What follows belongs to an exercise in optimizing a design on an open flow for small area and a short achievable clock period; a production flow would make more cautious choices. At most, simulation tests tie the RTL to the original design; equivalence was not proved.

==> 11-11: inputs <==
// fir_parallel
module fir_parallel (
  input [15:0] i_data,
  input [63:0] i_coeffs,
  input i_clock,
  output [37:0] o_data
);
Settings: LEC_CHECK=0, CAP_MARGIN=20, CORE_MARGIN=2, CORE_UTILIZATION=55, CTS_BUF_LIST=sky130_fd_sc_hd__clkbuf_16, CTS_CLUSTER_DIAMETER=100, CTS_CLUSTER_SIZE=30, SLEW_MARGIN=20, SYNTH_HIERARCHICAL=1, SYNTH_MINIMUM_KEEP_SIZE=0; clock period 14.0 ns.
standard.sh (not shown) runs the stock make flow with config.mk's settings and CLKGATE_MAP_FILE= SYNTH_SCRIPT=/design/flow/synth_recipe.tcl, a recipe that flattens the netlist after the stock synthesis.
==> flow/flow/run.sh <==
#!/bin/bash
# Layout flow: the standard ORFS flow (standard.sh, unchanged synthesis),
# with these changes after synthesis:
#  - after floorplan, every combinational cell gets the smallest drive
#    strength of its family (flow/downsize.tcl);
#  - timing repair aims at a setup slack of SETUP_MARGIN ns instead of 0, so the
#    resizer speeds up the paths that set the achieved period;
#  - the port buffers are plain buf_1 cells instead of the delay cell that
#    buffer_ports picks by default (repair may upsize them).
# Each step's full output goes to its own log file in this folder.
set -euo pipefail
SETUP_MARGIN=9.2
HERE=$(pwd)
bash standard.sh synth > log_1_synth.txt 2>&1
bash standard.sh \
  "POST_FLOORPLAN_TCL=${HERE}/flow/downsize.tcl" \
  "SETUP_SLACK_MARGIN=${SETUP_MARGIN}" \
  "BUFFER_PORTS_ARGS=-buffer_cell sky130_fd_sc_hd__buf_1" \
  finish > log_2_layout.txt 2>&1
==> flow/flow/downsize.tcl <==
# Run after floorplan: give every combinational cell the smallest-area drive
# strength of its family (synthesis sizes each small module for speed against a
# default load); the later timing repair upsizes the cells on critical paths.
set block [ord::get_db_block]
set db [ord::get_db]
set swapped 0
foreach inst [$block getInsts] {
  set cur [$inst getMaster]
  set name [$cur getName]
  if {![regexp {^sky130_fd_sc_hd__([a-z0-9]+)_(\d+)$} $name -> fam sz]} { continue }
  if {[string match "df*" $fam] || [string match "*clk*" $fam] || [string match "*dly*" $fam]
      || $fam eq "conb" || [string match "tap*" $fam] || [string match "fill*" $fam]
      || [string match "decap*" $fam]} { continue }
  set best ""
  set barea 0
  foreach s {1 0 2 4} {
    set m [$db findMaster "sky130_fd_sc_hd__${fam}_$s"]
    if {$m eq "NULL" || $m eq ""} { continue }
    set a [expr {[$m getWidth] * [$m getHeight]}]
    if {$best eq "" || $a < $barea} {
      set best $m
      set barea $a
    }
  }
  if {$best ne "" && [$best getName] ne $name} {
    if {[$inst swapMaster $best]} { incr swapped }
  }
}
puts "downsize: swapped $swapped instances to their smallest drive strength"
==> 09-17 (differences from 11-11) <==
CORE_UTILIZATION = 50   (was 55)
==> comparison table <==
                                                                      09-17           11-11
Status                                                       finished clean  finished clean
Buffers excl. clock                                                     190             200
Capture point of the worst path                                  p0_1_b[10]      p1_1_b[11]
Antenna violations before repair                                          3               1
Wire length per cell                                                30.1 um         29.2 um
DR pass1 iterations                                                       8              11
Worst setup slack after placement                                   8.88 ns         8.84 ns
Antenna Diode Count                                                       1               0
Wire length of the first global-routing pass                         169 mm          162 mm
Number of global-route vias before repair                             25500           25500
Worst hold slack                                                   0.390 ns        0.379 ns
Stages on worst setup path                                               12              10
Largest fanout on the critical path                                      11               9
Util after Layout                                                     0.492           0.531
Tap cell count                                                          931             846
Clock insertion delay at the later pin of the skew report           0.60 ns         0.57 ns
Fraction of layout instances using a drive strength above 1           0.106          0.0933
Non-filler cells, final                                                3770            3686
Layout-stage area growth over the synthesis result                   -2.81%          -4.04%
Post-DP Area                                                      32000 um2       32000 um2

========
==> inputs of build 5 <==
Another version of the RTL of fir_parallel (not shown whole).
==> flow/config.mk <==
export PLATFORM = sky130hd
export DESIGN_NAME = fir_parallel
export DESIGN_NICKNAME = fir_parallel
export VERILOG_FILES = /design/flow/design.v
export SDC_FILE = /design/flow/constraint.sdc
export NUM_CORES = 4
export LEC_CHECK = 0
export CAP_MARGIN = 20
export CORE_MARGIN = 2
export CORE_UTILIZATION = 40
export CTS_BUF_LIST = sky130_fd_sc_hd__clkbuf_16
export CTS_CLUSTER_DIAMETER = 100
export CTS_CLUSTER_SIZE = 30
export SLEW_MARGIN = 20
export SYNTH_HIERARCHICAL = 1
export SYNTH_MINIMUM_KEEP_SIZE = 0
==> flow/constraint.sdc <==
create_clock -name core_clock -period 14.0 [get_ports {i_clock}]
set_input_delay 2.8000 -clock core_clock [delete_from_list [all_inputs] [get_ports {i_clock}]]
set_output_delay 2.8000 -clock core_clock [all_outputs]
set_load 0.01 [all_outputs]
Scripts as last shown in full above: flow/flow/run.sh, flow/flow/downsize.tcl
==> trial 89: changes against build 5 <==
--- a/flow/design.v
+++ b/flow/design.v
@@ -1162,45 +1162,38 @@
   wire ts551, tc552;
   fir_fa u_ts551 (.a(ts549), .b(tc544), .c(tc546), .s(ts551), .co(tc552));
   wire ts553, tc554;
   fir_ha u_ts553 (.a(p1_1_a[17]), .b(tc550), .s(ts553), .co(tc554));
   wire [18:0] t1_a = {~tc554, ~tc552, ~tc548, ~tc540, ~tc530, ~tc518, ~tc504, ~tc488, ~tc470, ~tc452, ~tc432, ~tc414, ~tc400, ~ts399, ~tc378, ~ts375, ~ts367, ~ts365, ~t1_0_g0_b0_q[0]};
   wire [18:0] t1_b = {1'b0, ~ts553, ~ts551, ~ts547, ~ts539, ~ts529, ~ts517, ~ts503, ~ts487, ~ts469, ~ts451, ~ts431, ~ts413, 1'b0, ~ts387, ~ts377, ~ts369, 1'b0, ~p1_1_a[0]};
-  reg [4:0] q1_0_s0, q1_0_s1;
+  reg [7:0] q1_0_s0, q1_0_s1;
   always @(posedge i_clock) begin
-    q1_0_s0 <= {1'b0, t1_a[3:0]} + {1'b0, t1_b[3:0]};
+    q1_0_s0 <= {1'b0, t1_a[6:0]} + {1'b0, t1_b[6:0]};
   end
   reg [4:0] q1_1_s0, q1_1_s1;
   always @(posedge i_clock) begin
-    q1_1_s0 <= {1'b0, t1_a[7:4]} + {1'b0, t1_b[7:4]};
-    q1_1_s1 <= {1'b0, t1_a[7:4]} + {1'b0, t1_b[7:4]} + 5'd1;
+    q1_1_s0 <= {1'b0, t1_a[10:7]} + {1'b0, t1_b[10:7]};
+    q1_1_s1 <= {1'b0, t1_a[10:7]} + {1'b0, t1_b[10:7]} + 5'd1;
   end
   reg [4:0] q1_2_s0, q1_2_s1;
   always @(posedge i_clock) begin
-    q1_2_s0 <= {1'b0, t1_a[11:8]} + {1'b0, t1_b[11:8]};
-    q1_2_s1 <= {1'b0, t1_a[11:8]} + {1'b0, t1_b[11:8]} + 5'd1;
+    q1_2_s0 <= {1'b0, t1_a[14:11]} + {1'b0, t1_b[14:11]};
+    q1_2_s1 <= {1'b0, t1_a[14:11]} + {1'b0, t1_b[14:11]} + 5'd1;
   end
   reg [4:0] q1_3_s0, q1_3_s1;
   always @(posedge i_clock) begin
-    q1_3_s0 <= {1'b0, t1_a[15:12]} + {1'b0, t1_b[15:12]};
-    q1_3_s1 <= {1'b0, t1_a[15:12]} + {1'b0, t1_b[15:12]} + 5'd1;
+    q1_3_s0 <= {1'b0, t1_a[18:15]} + {1'b0, t1_b[18:15]};
+    q1_3_s1 <= {1'b0, t1_a[18:15]} + {1'b0, t1_b[18:15]} + 5'd1;
   end
-  reg [3:0] q1_4_s0, q1_4_s1;
-  always @(posedge i_clock) begin
-    q1_4_s0 <= {1'b0, t1_a[18:16]} + {1'b0, t1_b[18:16]};
-    q1_4_s1 <= {1'b0, t1_a[18:16]} + {1'b0, t1_b[18:16]} + 4'd1;
-  end
-  wire c1_1 = q1_0_s0[4];
+  wire c1_1 = q1_0_s0[7];
   wire c1_2 = q1_1_s0[4] | (q1_1_s1[4] & c1_1);
   wire c1_3 = q1_2_s0[4] | (q1_2_s1[4] & c1_2);
-  wire c1_4 = q1_3_s0[4] | (q1_3_s1[4] & c1_3);
-  assign o_data[22:19] = q1_0_s0[3:0];
-  assign o_data[26:23] = c1_1 ? q1_1_s1[3:0] : q1_1_s0[3:0];
-  assign o_data[30:27] = c1_2 ? q1_2_s1[3:0] : q1_2_s0[3:0];
-  assign o_data[34:31] = c1_3 ? q1_3_s1[3:0] : q1_3_s0[3:0];
-  assign o_data[37:35] = c1_4 ? q1_4_s1[2:0] : q1_4_s0[2:0];
+  assign o_data[25:19] = q1_0_s0[6:0];
+  assign o_data[29:26] = c1_1 ? q1_1_s1[3:0] : q1_1_s0[3:0];
+  assign o_data[33:30] = c1_2 ? q1_2_s1[3:0] : q1_2_s0[3:0];
+  assign o_data[37:34] = c1_3 ? q1_3_s1[3:0] : q1_3_s0[3:0];
   wire dt0_0_s1_s2_0_1 = s1[0] & ~s2[0];
   wire dt0_0_s1_s2_0_2 = ~s1[0] & s2[0];
   wire dt0_0_s1_s2_0_3 = s1[0] & s2[0];
   wire [8:0] t0_0_g0_b0_q;
   fir_lutn u_t0_0_g0_b0_0 (.s1(dt0_0_s1_s2_0_1), .s2(dt0_0_s1_s2_0_2), .s3(dt0_0_s1_s2_0_3), .a(cr7[0]), .b(cr6[0]), .ab(cs0[0]), .y(t0_0_g0_b0_q[0]));
   fir_lutn u_t0_0_g0_b0_1 (.s1(dt0_0_s1_s2_0_1), .s2(dt0_0_s1_s2_0_2), .s3(dt0_0_s1_s2_0_3), .a(cr7[1]), .b(cr6[1]), .ab(cs0[1]), .y(t0_0_g0_b0_q[1]));
@@ -2200,40 +2193,33 @@
   wire ts1105, tc1106;
   fir_fa u_ts1105 (.a(ts1103), .b(tc1098), .c(tc1100), .s(ts1105), .co(tc1106));
   wire ts1107, tc1108;
   fir_ha u_ts1107 (.a(p0_1_a[17]), .b(tc1104), .s(ts1107), .co(tc1108));
   wire [18:0] t0_a = {~tc1108, ~tc1106, ~tc1102, ~tc1094, ~tc1084, ~tc1072, ~tc1058, ~tc1042, ~tc1024, ~tc1006, ~tc986, ~tc968, ~tc954, ~ts953, ~tc932, ~ts929, ~ts921, ~ts919, ~t0_0_g0_b0_q[0]};
   wire [18:0] t0_b = {1'b0, ~ts1107, ~ts1105, ~ts1101, ~ts1093, ~ts1083, ~ts1071, ~ts1057, ~ts1041, ~ts1023, ~ts1005, ~ts985, ~ts967, 1'b0, ~ts941, ~ts931, ~ts923, 1'b0, ~p0_1_a[0]};
-  reg [4:0] q0_0_s0, q0_0_s1;
+  reg [7:0] q0_0_s0, q0_0_s1;
   always @(posedge i_clock) begin
-    q0_0_s0 <= {1'b0, t0_a[3:0]} + {1'b0, t0_b[3:0]};
+    q0_0_s0 <= {1'b0, t0_a[6:0]} + {1'b0, t0_b[6:0]};
   end
   reg [4:0] q0_1_s0, q0_1_s1;
   always @(posedge i_clock) begin
-    q0_1_s0 <= {1'b0, t0_a[7:4]} + {1'b0, t0_b[7:4]};
-    q0_1_s1 <= {1'b0, t0_a[7:4]} + {1'b0, t0_b[7:4]} + 5'd1;
+    q0_1_s0 <= {1'b0, t0_a[10:7]} + {1'b0, t0_b[10:7]};
+    q0_1_s1 <= {1'b0, t0_a[10:7]} + {1'b0, t0_b[10:7]} + 5'd1;
   end
   reg [4:0] q0_2_s0, q0_2_s1;
   always @(posedge i_clock) begin
-    q0_2_s0 <= {1'b0, t0_a[11:8]} + {1'b0, t0_b[11:8]};
-    q0_2_s1 <= {1'b0, t0_a[11:8]} + {1'b0, t0_b[11:8]} + 5'd1;
+    q0_2_s0 <= {1'b0, t0_a[14:11]} + {1'b0, t0_b[14:11]};
+    q0_2_s1 <= {1'b0, t0_a[14:11]} + {1'b0, t0_b[14:11]} + 5'd1;
   end
   reg [4:0] q0_3_s0, q0_3_s1;
   always @(posedge i_clock) begin
-    q0_3_s0 <= {1'b0, t0_a[15:12]} + {1'b0, t0_b[15:12]};
-    q0_3_s1 <= {1'b0, t0_a[15:12]} + {1'b0, t0_b[15:12]} + 5'd1;
-  end
-  reg [3:0] q0_4_s0, q0_4_s1;
-  always @(posedge i_clock) begin
-    q0_4_s0 <= {1'b0, t0_a[18:16]} + {1'b0, t0_b[18:16]};
-    q0_4_s1 <= {1'b0, t0_a[18:16]} + {1'b0, t0_b[18:16]} + 4'd1;
+    q0_3_s0 <= {1'b0, t0_a[18:15]} + {1'b0, t0_b[18:15]};
+    q0_3_s1 <= {1'b0, t0_a[18:15]} + {1'b0, t0_b[18:15]} + 5'd1;
   end
-  wire c0_1 = q0_0_s0[4];
+  wire c0_1 = q0_0_s0[7];
   wire c0_2 = q0_1_s0[4] | (q0_1_s1[4] & c0_1);
   wire c0_3 = q0_2_s0[4] | (q0_2_s1[4] & c0_2);
-  wire c0_4 = q0_3_s0[4] | (q0_3_s1[4] & c0_3);
-  assign o_data[3:0] = q0_0_s0[3:0];
-  assign o_data[7:4] = c0_1 ? q0_1_s1[3:0] : q0_1_s0[3:0];
-  assign o_data[11:8] = c0_2 ? q0_2_s1[3:0] : q0_2_s0[3:0];
-  assign o_data[15:12] = c0_3 ? q0_3_s1[3:0] : q0_3_s0[3:0];
-  assign o_data[18:16] = c0_4 ? q0_4_s1[2:0] : q0_4_s0[2:0];
+  assign o_data[6:0] = q0_0_s0[6:0];
+  assign o_data[10:7] = c0_1 ? q0_1_s1[3:0] : q0_1_s0[3:0];
+  assign o_data[14:11] = c0_2 ? q0_2_s1[3:0] : q0_2_s0[3:0];
+  assign o_data[18:15] = c0_3 ? q0_3_s1[3:0] : q0_3_s0[3:0];
 endmodule
==> summary.md <==
| Metric | Value |
|---|---|
| Outcome | timing/DRC/antenna clean |
| Slowest library cell on the worst path | dfxtp_4 |
| Post-route worst setup slack | just over 9000 ps |
| GRT Total Usage | around a quarter |
| Num CTS Buffers | 21 |
| Nature of the critical path endpoint | primary output |
| Netlist area before placement | 34300 um^2 |
| Die ar. | 88200 um^2 |
| Fraction of area in multi-input gates | around 70% |
| Clock Skews | approximately 34 ps |
| Filler cells | between 8000 and 9000 |
| Worst Max-Slew Pin Slew | 1030 ps |
| Fin nets | approximately 3600 |
| Vias | around 24000 |
| CP max stage delay | around 360 ps |
| Min-delay src | s0[3]$_DFF_P_ |
| Post-synthesis compound-gate area fraction | approximately two fifths |
Source of the figures above: build 5

==> summary.md <==
| Metric | Value |
|---|---|
| Outcome | timing/DRC/antenna clean |
| Num CTS Buffers | 20 |
| Fin nets | 3591 |
| Vias | between 20000 and 25000 |
| Fraction of area in multi-input gates | roughly 70% |
| GRT Total Usage | between 20% and 30% |
| Min-delay src | s0[0]$_DFF_P_ |
| Worst Max-Slew Pin Slew | 1010 ps |
| Clock Skews | around 36 ps |
| Post-route worst setup slack | 9100 ps |
| Die ar. | 88000 um^2 |
| CP max stage delay | roughly 530 ps |
Source of the figures above: trial 89

No functional check of the RTL was part of trial 89.

========
==> inputs of run A <==
Another version of the RTL of fir_parallel (not shown whole).
==> flow/config.mk <==
export PLATFORM = sky130hd
export DESIGN_NAME = fir_parallel
export DESIGN_NICKNAME = fir_parallel
export VERILOG_FILES = /design/flow/design.v
export SDC_FILE = /design/flow/constraint.sdc
export NUM_CORES = 4
export LEC_CHECK = 0
export CAP_MARGIN = 10
export CORE_MARGIN = 2
export CORE_UTILIZATION = 40
export CTS_BUF_LIST = sky130_fd_sc_hd__clkbuf_16
export CTS_CLUSTER_DIAMETER = 100
export CTS_CLUSTER_SIZE = 30
export SLEW_MARGIN = 10
export SYNTH_HIERARCHICAL = 1
export SYNTH_MINIMUM_KEEP_SIZE = 0
==> flow/constraint.sdc <==
create_clock -name core_clock -period 14.0 [get_ports {i_clock}]
set_input_delay 2.8000 -clock core_clock [delete_from_list [all_inputs] [get_ports {i_clock}]]
set_output_delay 2.8000 -clock core_clock [all_outputs]
set_load 0.01 [all_outputs]
Scripts as last shown in full above: flow/flow/run.sh, flow/flow/downsize.tcl
==> inputs of run E, as changes to run A <==
CAP_MARGIN = 20   (was 10)
CORE_UTILIZATION = 50   (was 40)
SLEW_MARGIN = 20   (was 10)
==> summary.txt <==
Die
  • Initial core utilization: around half

Layout
  • Nets: roughly 3600

Run status
  • Status: timing/DRC/antenna clean
[end of results for run E]
==> summary.txt <==
Layout
  • Nets: approximately 3600

Die
  • Initial core utilization: between 40% and 50%
  • Well Taps: roughly 1200

Run status
  • Status: timing/DRC/antenna clean

Timing
  • Slew @ Worst Pin: approximately 1 ns

Clocking
  • Clock latency on the worst-skew pair: a little over 0.6 ns
[end of results for run A]

==> afterwards: timing with drivers on the ports <==
The results above use ideal ports. As a check the final layouts listed here were re-extracted and re-timed, cells and wires unchanged. Step 1 (the two cells are an assumption about what drives the block):
set clk [get_ports {i_clock}]
set_driving_cell -lib_cell sky130_fd_sc_hd__clkbuf_16 $clk
set_driving_cell -lib_cell sky130_fd_sc_hd__buf_2 [delete_from_list [all_inputs] $clk]
Step 2 also shifts input and output timing later by t, the mid clock arrival at the registers, as if the neighbouring blocks saw the same clock. Three values: ideal, step 1, step 2; two values: the first two.
| run | shift t [ns] | slack for setup (ns) | cell pins on the clock port's net |
|---|---|---|---|
| 11-11 | 0.623 | 9.246 / 9.246 / 9.246 | 1 |
| 09-17 | 0.642 | 9.260 / 9.253 / 9.260 | 1 |
| build 5 | 0.663 | 9.133 / 9.063 / 9.197 | 1 |
| trial 89 | 0.649 | 9.098 / 9.098 / 9.098 | 1 |
| run A | 0.657 | 9.221 / 9.152 / 9.279 | 1 |
| run E | 0.639 | 9.261 / 9.201 / 9.270 | 1 |
After both steps every run listed still meets setup and hold.
